What follows belongs to an exercise in optimizing a design on an open flow for small area, a short achievable clock period and few clock cycles per item; a production flow would make more cautious choices. Function was not checked in any run shown here: the RTL went through the layout flow alone.

## flow/design.v (module list and top-level ports; edited modules follow where they fit)
// module verilog_multiplier: 1380 lines
module verilog_multiplier(clk, rst, ready, op1, op2, res, done);
  // ...
==> flow/flow/run.sh <==
#!/bin/bash
# Own flow: the standard layout, except that synthesis runs Yosys's fine
# stage without its early "abc -fast", so that extract_fa finds the design's
# full adders as written (no inverter between adders). The standard synthesis
# runs first; its register names are given to the own netlist's registers,
# and the standard netlist is used as it is if the registers do not match.
set -uo pipefail
W=$(pwd)
R=$W/orfs/results/$FLOW_PLATFORM/verilog_multiplier/base
bash standard.sh synth > log_standard_synth.txt 2>&1 || exit 1
cp "$R/1_2_yosys.v" "$W/ref_1_2_yosys.v"
sed '1s/.*/proc synth {args} { if {[lsearch -glob $args "fine:*"] >= 0} { yosys synth -nofsm -noshare -noabc {*}$args } else { yosys synth -nofsm -noshare {*}$args } }/' synth_recipe.tcl > own_synth.tcl
sed "s|SYNTH_SCRIPT=[^ ]*|SYNTH_SCRIPT=$W/own_synth.tcl|" standard.sh > own_standard.sh
if bash own_standard.sh do-yosys > log_own_synth.txt 2>&1 \
   && python3 flow/rename.py "$W/ref_1_2_yosys.v" "$R/1_2_yosys.v" "$W/own_1_2_yosys.v" > log_rename.txt 2>&1; then
  cp "$W/own_1_2_yosys.v" "$R/1_2_yosys.v"
  echo "own synthesis used" >> log_rename.txt
else
  cp "$W/ref_1_2_yosys.v" "$R/1_2_yosys.v"
  echo "standard synthesis used" >> log_rename.txt
fi
rm -f "$R/1_synth.odb" "$R/1_synth.sdc"
bash standard.sh "BUFFER_PORTS_ARGS=-buffer_cell sky130_fd_sc_hd__buf_4" finish > log_standard_finish.txt 2>&1
==> flow/flow/rename.py <==
#!/usr/bin/env python3
# rename.py REF OWN OUT: make OWN's flip-flops match those of the standard
# synthesis REF: the same instance names and cell types (drive strength may
# differ). Registers are paired by the net their Q drives. Where the two
# syntheses inferred an enable differently, the register is rebuilt in REF's
# cell type with the same function: an enable flip-flop with its enable tied
# high, or a plain flip-flop behind a 2:1 multiplexer. Exits 1 if registers
# cannot be paired.
import re, sys

inst_re = re.compile(r'^(\s*)(sky130_fd_sc_hd__(\w+?)_(\d+))\s+(\\\S+\s|\w+)\s*\((.*?)\);', re.M | re.S)
pin_re = re.compile(r'\.(\w+)\(([^()]*)\)')

def is_ff(base):
    return base.startswith(("df", "edf", "sdf", "dl"))

def flops(text):
    out = {}
    for m in inst_re.finditer(text):
        base = m.group(3)
        if not is_ff(base):
            continue
        pins = {p: n.strip() for p, n in pin_re.findall(m.group(6))}
        q = pins.get("Q") or pins.get("Q_N")
        if q is None or q in out:
            sys.exit("cannot key register %s" % m.group(5))
        out[q] = (base, m.group(5).strip(), pins, m)
    return out

ref = open(sys.argv[1]).read()
own = open(sys.argv[2]).read()
fr, fo = flops(ref), flops(own)
if set(fr) != set(fo):
    sys.exit("register sets differ: %s" % sorted(set(fr) ^ set(fo))[:10])

def esc(name):
    return name + " " if name.startswith("\\") else name

edits = {}   # start offset -> (end offset, replacement)
extra = []
decl = []
need_one = False
renamed = converted = 0
for q, (rbase, rname, rpins, _) in fr.items():
    obase, oname, opins, m = fo[q]
    ind = m.group(1)
    if rbase == obase:
        if oname != rname:
            text = m.group(0)
            new = text.replace(m.group(5), esc(rname), 1)
            edits[m.start()] = (m.end(), new)
            renamed += 1
        continue
    pins = ", ".join(".%s(%s)" % (p, n) for p, n in opins.items())
    if rbase == "edfxtp" and obase == "dfxtp":
        new = "%ssky130_fd_sc_hd__edfxtp_1 %s (.CLK(%s), .D(%s), .DE(my_one), .Q(%s));" % (
            ind, esc(rname), esc(opins["CLK"]), esc(opins["D"]), esc(opins["Q"]))
        need_one = True
    elif rbase == "dfxtp" and obase == "edfxtp":
        mo = "my_mux_%d" % converted
        decl.append("  wire %s;" % mo)
        extra.append("  sky130_fd_sc_hd__mux2_1 %s_c (.A0(%s), .A1(%s), .S(%s), .X(%s));" % (
            mo, esc(opins["Q"]), esc(opins["D"]), esc(opins["DE"]), mo))
        new = "%ssky130_fd_sc_hd__dfxtp_1 %s (.CLK(%s), .D(%s), .Q(%s));" % (
            ind, esc(rname), esc(opins["CLK"]), mo, esc(opins["Q"]))
    else:
        sys.exit("cell type differs for %s: %s %s" % (q, rbase, obase))
    edits[m.start()] = (m.end(), new)
    converted += 1

out, pos = [], 0
for start in sorted(edits):
    end, new = edits[start]
    out.append(own[pos:start]); out.append(new); pos = end
out.append(own[pos:])
text = "".join(out)
if need_one:
    decl.append("  wire my_one, my_zero;")
    extra.append("  sky130_fd_sc_hd__conb_1 my_tie (.HI(my_one), .LO(my_zero));")
if extra:
    i = text.rindex("endmodule")
    text = text[:i] + "\n".join(extra) + "\n" + text[i:]
if decl:
    i = text.index("\n  wire ")
    text = text[:i + 1] + "\n".join(decl) + "\n" + text[i + 1:]
# the result must pair with REF exactly
f2 = flops(text)
for q, (rbase, rname, _, _) in fr.items():
    if q not in f2 or f2[q][0] != rbase or f2[q][1] != rname:
        sys.exit("pairing failed for %s" % q)
names = [m.group(5).strip() for m in inst_re.finditer(text)]
if len(names) != len(set(names)):
    sys.exit("name clash after renaming")
open(sys.argv[3], "w").write(text)
print("renamed %d, rebuilt %d of %d registers" % (renamed, converted, len(fr)))
==> flow/standard.sh <==
#!/bin/bash
# synth_recipe.tcl (not shown) runs the flow's synth.tcl, then flattens the netlist and writes it again
# the make line also repeats each setting of config.mk as NAME=value (left out here)
make -C /OpenROAD-flow-scripts/flow DESIGN_CONFIG=/design/flow/config.mk WORK_HOME=/design/flow/orfs CLKGATE_MAP_FILE= SYNTH_SCRIPT=/design/flow/synth_recipe.tcl "${@:-finish}"
==> flow/config.mk <==
export PLATFORM = sky130hd
export DESIGN_NAME = verilog_multiplier
export DESIGN_NICKNAME = verilog_multiplier
export VERILOG_FILES = /design/flow/design.v
export SDC_FILE = /design/flow/constraint.sdc
export NUM_CORES = 4
export LEC_CHECK = 0
export CAP_MARGIN = 20
export CORE_MARGIN = 2
export CORE_UTILIZATION = 60
export SETUP_SLACK_MARGIN = 2.0
export SLEW_MARGIN = 20
==> flow/constraint.sdc <==
create_clock -name core_clock -period 8.0 [get_ports {clk}]
set_input_delay 1.6000 -clock core_clock [delete_from_list [all_inputs] [get_ports {clk}]]
set_output_delay 1.6000 -clock core_clock [all_outputs]
set_load 0.01 [all_outputs]
==> summary.txt, run 1 <==
Logic synthesis
In this run the mean area of a mapped cell was between 10 and 15 µm².

Layout
The final instance count without filler cells is 2812. More flip-flops sit in one register than any other, and that register is S. After layout, the buffer instance count without clock buffers stands at 132.

The register with the most flip-flops in the layout has 47 of them. Counting the fill cells in the layout gives ~3200. Ranked by total area, the top cell class in this layout is multi-input combinational cells.

For this run, the post-layout net count is 2946. The largest registers in the layout are S (47), C (33), pay (22). The final core utilization is 0.657.

The count of multi-input combinational gates is between 1500 and 2000. The count of inserted antenna diode cells is 1.

Global route
The pin count of the biggest net entering global routing is 152. The aggregate global-route resource usage is 0.387. The global-route layer with the greatest usage is met2. The number of global-route vias before repair came to 20400. For met2 alone, demand over resource in global routing was 0.603.

Routing
In this run, the number of DRC markers left after iteration 0 of detailed routing was 1997. Using the TritonRoute via totals, the vias-per-cell ratio works out to 6.87. The routed length on met3 is 8570 µm.

Floorplanning
Pin placement for this block handled 100 I/O pins. The die outline area is 41100 µm².

Clocking
The TritonCTS buffer count is 17. The TritonCTS clock tree is done. CTS placed an instance of clkbuf_16 at the clock tree root.

Hold path
The start point of the worst hold path is S[13]$_DFF_P_. The capture endpoint of the worst hold path is S[13]$_DFF_P_.

Critical path
Across all register-to-register paths, the minimum setup slack is ~2.2 ns. The maximum net fanout on the critical path is 7. Walking the worst path, the cells encountered are fa_2 > a21o_1 > a21o_1 > a21o_1 > a21oi_2 > o21bai_1 > a21o_1 > fa_2 > maj3_2 > o211a_4 > o2111a_2 > or4_4 > a211oi_4 > buf_6 > o21a_4 > a221o_1 > buf_6. The termination of the worst setup path is res[4]. The worst register-to-register path begins at st[2]$_DFFE_PP0P_. The number of buffer and inverter stages on the critical path is 2. The data arrival time of the worst path is 4.89 ns.

Timing
The max-slew violation total from the final report is 0. The tightest hold path in the finished design has a slack of roughly 0.54 ns. The worst slew margin relative to its limit is 0.334. For the finished layout, the period the worst path requires is ~6.5 ns.

Run status
The flow ran to the end and the layout has no timing, DRC or antenna violations.

Placement
Routability-driven placement finished with a final weighted congestion of 0.944. The HPWL after detailed placement is 50800 µm.
==> run 2, diff against run 1 <==
--- a/flow/design.v
+++ b/flow/design.v
@@ -7,4 +7,4 @@
     output reg done;
-    localparam IDLE = 3'd0, R0 = 3'd1, CHK = 3'd2, LSH = 3'd3, RSH = 3'd4;
-    reg [2:0] st;
+    localparam IDLE = 2'd0, R0 = 2'd1, LSH = 2'd2, RSH = 2'd3;
+    reg [1:0] st;
     reg [47:0] S;
@@ -38,4 +38,4 @@
     wire t_cl;
-    wire [47:22] t_ha;
-    wire [46:22] t_hb;
+    wire [47:23] t_ha;
+    wire [46:23] t_hb;
     wire idle = (st == IDLE);    
@@ -1109,4 +1109,4 @@
 assign t_lo = {((tree_s[13] ^ tree_c[13]) ^ lk_g3_12), ((tree_s[12] ^ tree_c[12]) ^ lk_g3_11), ((tree_s[11] ^ tree_c[11]) ^ lk_g3_10), ((tree_s[10] ^ tree_c[10]) ^ lk_g3_9), ((tree_s[9] ^ tree_c[9]) ^ lk_g3_8), ((tree_s[8] ^ tree_c[8]) ^ lk_g2_7), ((tree_s[7] ^ tree_c[7]) ^ lk_g2_6), ((tree_s[6] ^ tree_c[6]) ^ lk_g2_5), ((tree_s[5] ^ tree_c[5]) ^ lk_g2_4), ((tree_s[4] ^ tree_c[4]) ^ lk_g1_3), ((tree_s[3] ^ tree_c[3]) ^ lk_g1_2), ((tree_s[2] ^ tree_c[2]) ^ lk_g0_1), ((tree_s[1] ^ tree_c[1]) ^ (tree_s[0] & tree_c[0])), (tree_s[0] ^ tree_c[0])};
-assign t_ha = tree_s[47:22] ^ tree_c[47:22];
-assign t_hb = tree_s[46:22] & tree_c[46:22];
+assign t_ha = tree_s[47:23] ^ tree_c[47:23];
+assign t_hb = tree_s[46:23] & tree_c[46:23];
 wire mk_g0_1 = (S[14] & C[14]) | ((S[14] ^ C[14]) & ccl);
@@ -1139,4 +1139,4 @@
 wire [21:0] lo = {((S[21] ^ C[21]) ^ mk_g2_7), ((S[20] ^ C[20]) ^ mk_g2_6), ((S[19] ^ C[19]) ^ mk_g2_5), ((S[18] ^ C[18]) ^ mk_g2_4), ((S[17] ^ C[17]) ^ mk_g1_3), ((S[16] ^ C[16]) ^ mk_g1_2), ((S[15] ^ C[15]) ^ mk_g0_1), ((S[14] ^ C[14]) ^ ccl), S[13:0]};
-wire [47:22] ha = S[47:22];
-wire [46:22] hb = C[47:23];
+wire [47:22] ha = {S[47:23], S[22] ^ C[22]};
+wire [46:22] hb = {C[47:24], (S[22] & C[22]) | C[23]};
 wire ut24 = ha[24] ^ hb[23];
@@ -1302,4 +1302,5 @@
     assign rnd = rndr;
-    wire top = S[47];
-    wire p46 = S[46];
+    wire [47:0] p = q0;
+    wire top = p[47];
+    wire p46 = p[46];
     wire hi = q0[47];
@@ -1333,4 +1334,3 @@
                       end
-                R0: st <= CHK;
-                CHK: begin
+                R0: begin
                     if (top) begin
@@ -1354,8 +1354,8 @@
     end
-    wire shl = (st == CHK) ? (~top & ~p46) : (st == LSH) ? (e_pos & ~p46) : 1'b0;
-    wire shr = (st == CHK) ? (top & E[9]) : (st == RSH) ? ~e_under : 1'b0;
-    wire [47:0] p_next = (st == R0) ? q0 : shl ? {S[46:0], 1'b0} : shr ? {1'b0, S[47:1]} : S;
+    wire shl = (st == R0) ? (~top & ~p46) : (st == LSH) ? (e_pos & ~p46) : 1'b0;
+    wire shr = (st == R0) ? (top & E[9]) : (st == RSH) ? ~e_under : 1'b0;
+    wire [47:0] p_next = shl ? {p[46:0], 1'b0} : shr ? {1'b0, p[47:1]} : p;
     always @(posedge clk) begin
-        S <= {t_ha, tree_s[21:14], t_lo} | (p_next & {48{~idle}});
-        C <= {t_hb, 1'b0, tree_c[21:14]};
+        S <= {t_ha, tree_s[22:14], t_lo | (p_next[13:0] & {14{~idle}})};
+        C <= {t_hb, 1'b0, tree_c[22:14]} | (p_next[47:14] & {(48-14){~idle}});
         ccl <= t_cl;
@@ -1370,3 +1370,3 @@
             end
-            CHK, LSH: begin
+            R0, LSH: begin
                 if (shl) E <= E - 10'd1;
--- a/flow/flow/run.sh
+++ b/flow/flow/run.sh
@@ -22,2 +22,2 @@
 rm -f "$R/1_synth.odb" "$R/1_synth.sdc"
-bash standard.sh "BUFFER_PORTS_ARGS=-buffer_cell sky130_fd_sc_hd__buf_4" finish > log_standard_finish.txt 2>&1
+bash standard.sh "BUFFER_PORTS_ARGS=-buffer_cell sky130_fd_sc_hd__buf_2" finish > log_standard_finish.txt 2>&1
--- a/flow/config.mk
+++ b/flow/config.mk
@@ -10,3 +10,4 @@
 export CORE_UTILIZATION = 60
-export SETUP_SLACK_MARGIN = 2.0
+export SETUP_SLACK_MARGIN = 2.25
 export SLEW_MARGIN = 20
+export TNS_END_PERCENT = 20
==> run 2 against run 1 <==
Effect of this change:
- non-clock buffer count up 46
- synthesized area down 2.1%
- critical path depth up 4
- highest routed layer is now met5
- still clean on timing, DRC and antenna
==> summary.txt, run 2 <==
Run status
Outcome: no timing/DRC/antenna violations (unchanged).

Global route
The wire length of the first global-routing pass is 120000 µm (about the same). The pin count of the biggest net entering global routing is 95 (was 152). The aggregate global-route resource usage is 0.390 (was 0.387). The number of global-route vias before repair is 20400 (about the same). The residual overflow from global routing came to 0 (unchanged).

The number of antenna violations at the first check in global routing came to 3 (was 1).

Floorplanning
The die height is 201 µm (was 203 µm). The standard cell core area is 38500 µm² (was 38800 µm²). The starting utilization of the core area is 0.604 (was 0.611). The I/O pin total is 100 (unchanged). The die outline area is 40300 µm² (was 41100 µm²). The horizontal die dimension came to 201 µm (was 203 µm). The number of rows in the core area is 72 (unchanged).

Routing
The detailed-route via count was 19300 (about the same). The length of the first detailed-routing pass in iterations is 6 (unchanged). The sum of routed wire length over all layers is 77900 µm (was 77300 µm). The count of antenna-violating nets left after detailed routing is 0 (unchanged).

The per-cell via count in the routed design is 6.90 (was 6.87). The number of DRC violations after detailed-routing iteration 0 is 1899 (was 1997). The final routed wire length divided by cell count is 27.8 µm (was 27.5 µm). The post-detailed-route DRC marker count was 0 (unchanged).

Critical path
The reg-to-reg critical path startpoint is C[14]$_DFF_P_ (was st[2]$_DFFE_PP0P_). The endpoint of the worst register-to-register path is C[21]$_DFF_P_ (was S[23]$_DFF_P_). The type of element launching the critical path is a flop (unchanged). Chain of cells forming the critical path: fa_2 > a21o_1 > a21o_1 > a21o_1 > a21oi_2 > o21bai_2 > buf_4 > a21o_1 > fa_2 > maj3_2 > a21o_4 > nand3_4 > a21boi_4 > nor3_4 > nor3_2 > buf_6 > or4_4 > buf_6 > buf_16 > o221ai_2 > buf_2 (was fa_2 > a21o_1 > a21o_1 > a21o_1 > a21oi_2 > o21bai_1 > a21o_1 > fa_2 > maj3_2 > o211a_4 > o2111a_2 > or4_4 > a211oi_4 > buf_6 > o21a_4 > a221o_1 > buf_6). The data arrival time of the worst path is 4.94 ns (was 4.89 ns).

The most repeated library cell on the critical path is a21o_1 (unchanged). The worst-case register-to-register setup slack came to 1.62 ns (was 2.17 ns). The maximum net fanout on the critical path is 6 (was 7). The type of destination of the critical path is an output pin (unchanged). The depth of the worst register-to-register path is 48 (was 13). The data required time of the critical path is 6.40 ns (about the same). The slowest library cell on the worst path is or4_4 (unchanged). The largest incremental delay on the critical path is 0.55 ns (was 0.58 ns). The type of the setup path with the least slack is flop to output pin (unchanged).

Clocking
The H-tree level count was 4 (unchanged). The register clock-pin slew on the reported worst setup and hold paths is 0.05 ns (was 0.06 ns). The TritonCTS buffer count is 17 (unchanged). The TritonCTS clock tree is done (unchanged). The number of buffers on the longest clock path is 2 (unchanged). The clock latency at the later pin of the worst-skew pair is 0.44 ns (was 0.43 ns). The clock root buffer is clkbuf_16 (unchanged). The number of clock sinks is 122 (was 123).

Logic synthesis
The compound-gate portion of the synthesized area is 0.0956. The most used flip-flop cell after synthesis is dfxtp_1. The number of nets in the synthesized netlist was 2951 (was 3012). The number of register bits inferred by synthesis is roughly 120. Yosys mapped a number of flops with a built-in enable equal to 14. In the synthesized netlist, the cells that appear most often are and3_1 (534), fa_1 (494), clkbuf_1 (184). The gate count of the mapped netlist is 2280 (was 2346).

The biggest area contributor in the post-synthesis netlist is fa_1. The dominant combinational cell family by area after synthesis is adder cells. The most common cell in the netlist is and3_1. The sequential-to-total area share from yosys stat is 0.112. Of the post-synthesis cell area, the dominant cell type holds 0.426.

Of the total synthesized cell area, the portion taken by XOR and XNOR cells is 0.0290. The post-synthesis mux area share is 0.0177. Of the total synthesized cell area, the portion taken by AND, OR, NAND and NOR gates is 0.216. The count of warnings emitted by yosys was 1 (unchanged). The area of the mapped netlist is 23200 µm² (was 23700 µm²). The unique cell type count in the Yosys netlist is between 80 and 90. After synthesis, the share of flip-flops with an asynchronous set or reset is 0.0328. The average instance area after synthesis is 10.2 µm² (was 10.1 µm²). Yosys attributes the largest share of cell area to fa_1 (43%), and3_1 (14%), dfxtp_1 (9.0%).

Of the total synthesized cell area, the portion taken by full adders, half adders and majority gates is 0.486.

Timing
The worst slew margin relative to its limit is 0.220 (was 0.334). The final cycle utilization of the critical path is 0.817 (was 0.812). The setup violation total in the final timing report came to 0 (unchanged).

The post-route clock skew came to 0.0155 ns (was 0.0101 ns). Unrepaired setup endpoints after global routing: true (unchanged). The worst hold slack after final layout was 0.515 ns (was 0.544 ns).

The final sum of negative setup slack was 0 ns (unchanged). The upper clock frequency limit is 153 MHz (was 154 MHz). The actual transition at the worst max-transition pin was 1.17 ns (was 0.987 ns). The count of final hold-check violations was 0 (unchanged). The max-slew violation total from the final report was 0 (unchanged). The final critical path time including I/O delays and setup came to 6.54 ns (was 6.49 ns).

Layout
The number of flip-flops in the largest register is 47 (unchanged). The fraction of final layout cells with drive strength greater than 1 is 0.131 (was 0.116). The net count reported at finish is 2941 (was 2946). The top register by number of flip-flops is S (unchanged). The post-synthesis to final-layout area growth was 8.92% (was 7.60%).

The most common library cell in the layout ignoring fill and taps was and3_1 (unchanged). Most used cells in the layout excluding fill and tap cells: and3_1 (534), fa_1 (488), ha_1 (109) (was and3_1 (536), fa_1 (490), nor2_1 (119)). The number of fill cells is 3123 (was 3160). Largest registers ranked by flip-flop count: S (47), C (34), pay (22) (was S (47), C (33), pay (22)).

Placement
The quantity of I/O buffers inserted on ports is 99 (unchanged). The final estimated routing congestion in global placement is 0.911 (was 0.944). The HPWL after detailed placement is 51300 µm (was 50800 µm).

Run
The max-capacitance violation count is 0 (unchanged).

Hold path
The type of the worst min-delay path is flop to flop (unchanged). The capture endpoint of the worst hold path is S[6]$_DFF_P_ (was S[13]$_DFF_P_). The start point of the worst hold path is S[7]$_DFF_P_ (was S[13]$_DFF_P_). The number of cells on the worst hold path is 1 (was 2).
[run 2: cell families (layout without fill, tap and decap cells)]
family,count (synthesis),after routing
flops,122,122
compound gates,308,308
fa+ha+maj,605,605
other cells,0,1
mux,38,38
xor+xnor,77,77
simple gates,875,875
buf+inv,255,256
[run 2: critical path: cells and delay by family, from the launching register on]
kind | cells | cell delay, ns
AO/OA/AOI/OAI | 9 | 1.48
AND/OR/NAND/NOR | 4 | 0.90
flip-flops | 1 | 0.32
adder cells (fa/ha/maj) | 3 | 1.07
buffers and inverters | 5 | 0.74
[run 2: layer usage]
metal | vias up | global-route usage | part of all wire
met2 | 1294 | 0.590 | 0.44
li1 | 7995 | - | -
met4 | 4 | 0.127 | 0.029
met3 | 193 | 0.105 | 0.12
met5 | - | 0 | 0.00035
met1 | 9830 | 0.550 | 0.41
[run 2: layout make-up]
type	count	area, µm²	share of cell area
timing repair buffer	178	1370	0.0540
clock buffer	24	492	0.0194
antenna	1	2.50	0.0000989
sequential	122	2610	0.103
clock inverter	6	87.6	0.00346
inverter	48	180	0.00712
tap	518	648	0.0256
multi-input combinational	1903	19900	0.787
[run 2: repair_timing]
| action | in CTS | in global routing |
|---|---|---|
| setup endpoints to repair | 52 | 83 |
| setup buffers | 48 | 9 |
| pin swaps | 17 | 19 |
| gates cloned | 3 | 0 |
| hold buffers | 0 | 0 |
| hold endpoints to repair | 0 | 0 |
| gates resized for setup | 43 | 41 |
[run 2: how the worst max path moves through the flow]
stage,start,depth (start not counted),slack [ns],end
floorplan,op2[0],12,2.23,C[24]$_DFF_P_
global placement,C[14]$_DFF_P_,19,1.63,res[7]
detailed placement,C[14]$_DFF_P_,19,1.53,res[7]
CTS,ccl$_DFF_P_,20,1.50,res[9]
global route,C[14]$_DFF_P_,21,1.31,res[16]
finish,C[14]$_DFF_P_,21,1.46,res[20]
[run 2: metrics by stage]
stage / cell area, µm² / setup WS [ns] / util / std cells
2_1_floorplan: 23300 / 2.23 / - / 2280
3_3_place_gp: 23800 / 1.63 / 0.618 / 2708
3_5_place_dp: 23800 / 1.53 / 0.619 / 2709
4_1_cts: 25000 / 1.50 / 0.651 / 2790
5_1_grt: 25300 / 1.31 / 0.657 / 2799
6_report: 25300 / 1.46 / 0.657 / 2800

[static timing again, ports no longer ideal]
No port has a modelled driver above. Below, the same layouts with a new extraction and two added sets of constraints. Step 1 sets driving cells, clkbuf_16 on the clock port and buf_2 on the other inputs (assumed; they add their load-dependent delay and slew). Step 2 adds t to the input delays and takes it off the output delays; t is the mean of the earliest and latest rising clock arrival at the registers after step 1. Input paths then give back, and output paths get back, about the clock's delay inside the block. Three values: ideal ports, drivers, drivers and shift; two values: the first two.
run | t (ns) | slack for setup (ns) | slew at the worst register clock pin (ns) | cell pins on the clock port's net
run 1 | 0.481 | 1.505 / 1.449 / 1.711 | 0.07 / 0.07 | 1
run 2 | 0.489 | 1.461 / 1.406 / 1.554 | 0.06 / 0.06 | 1
After both steps every run listed still meets setup and hold.
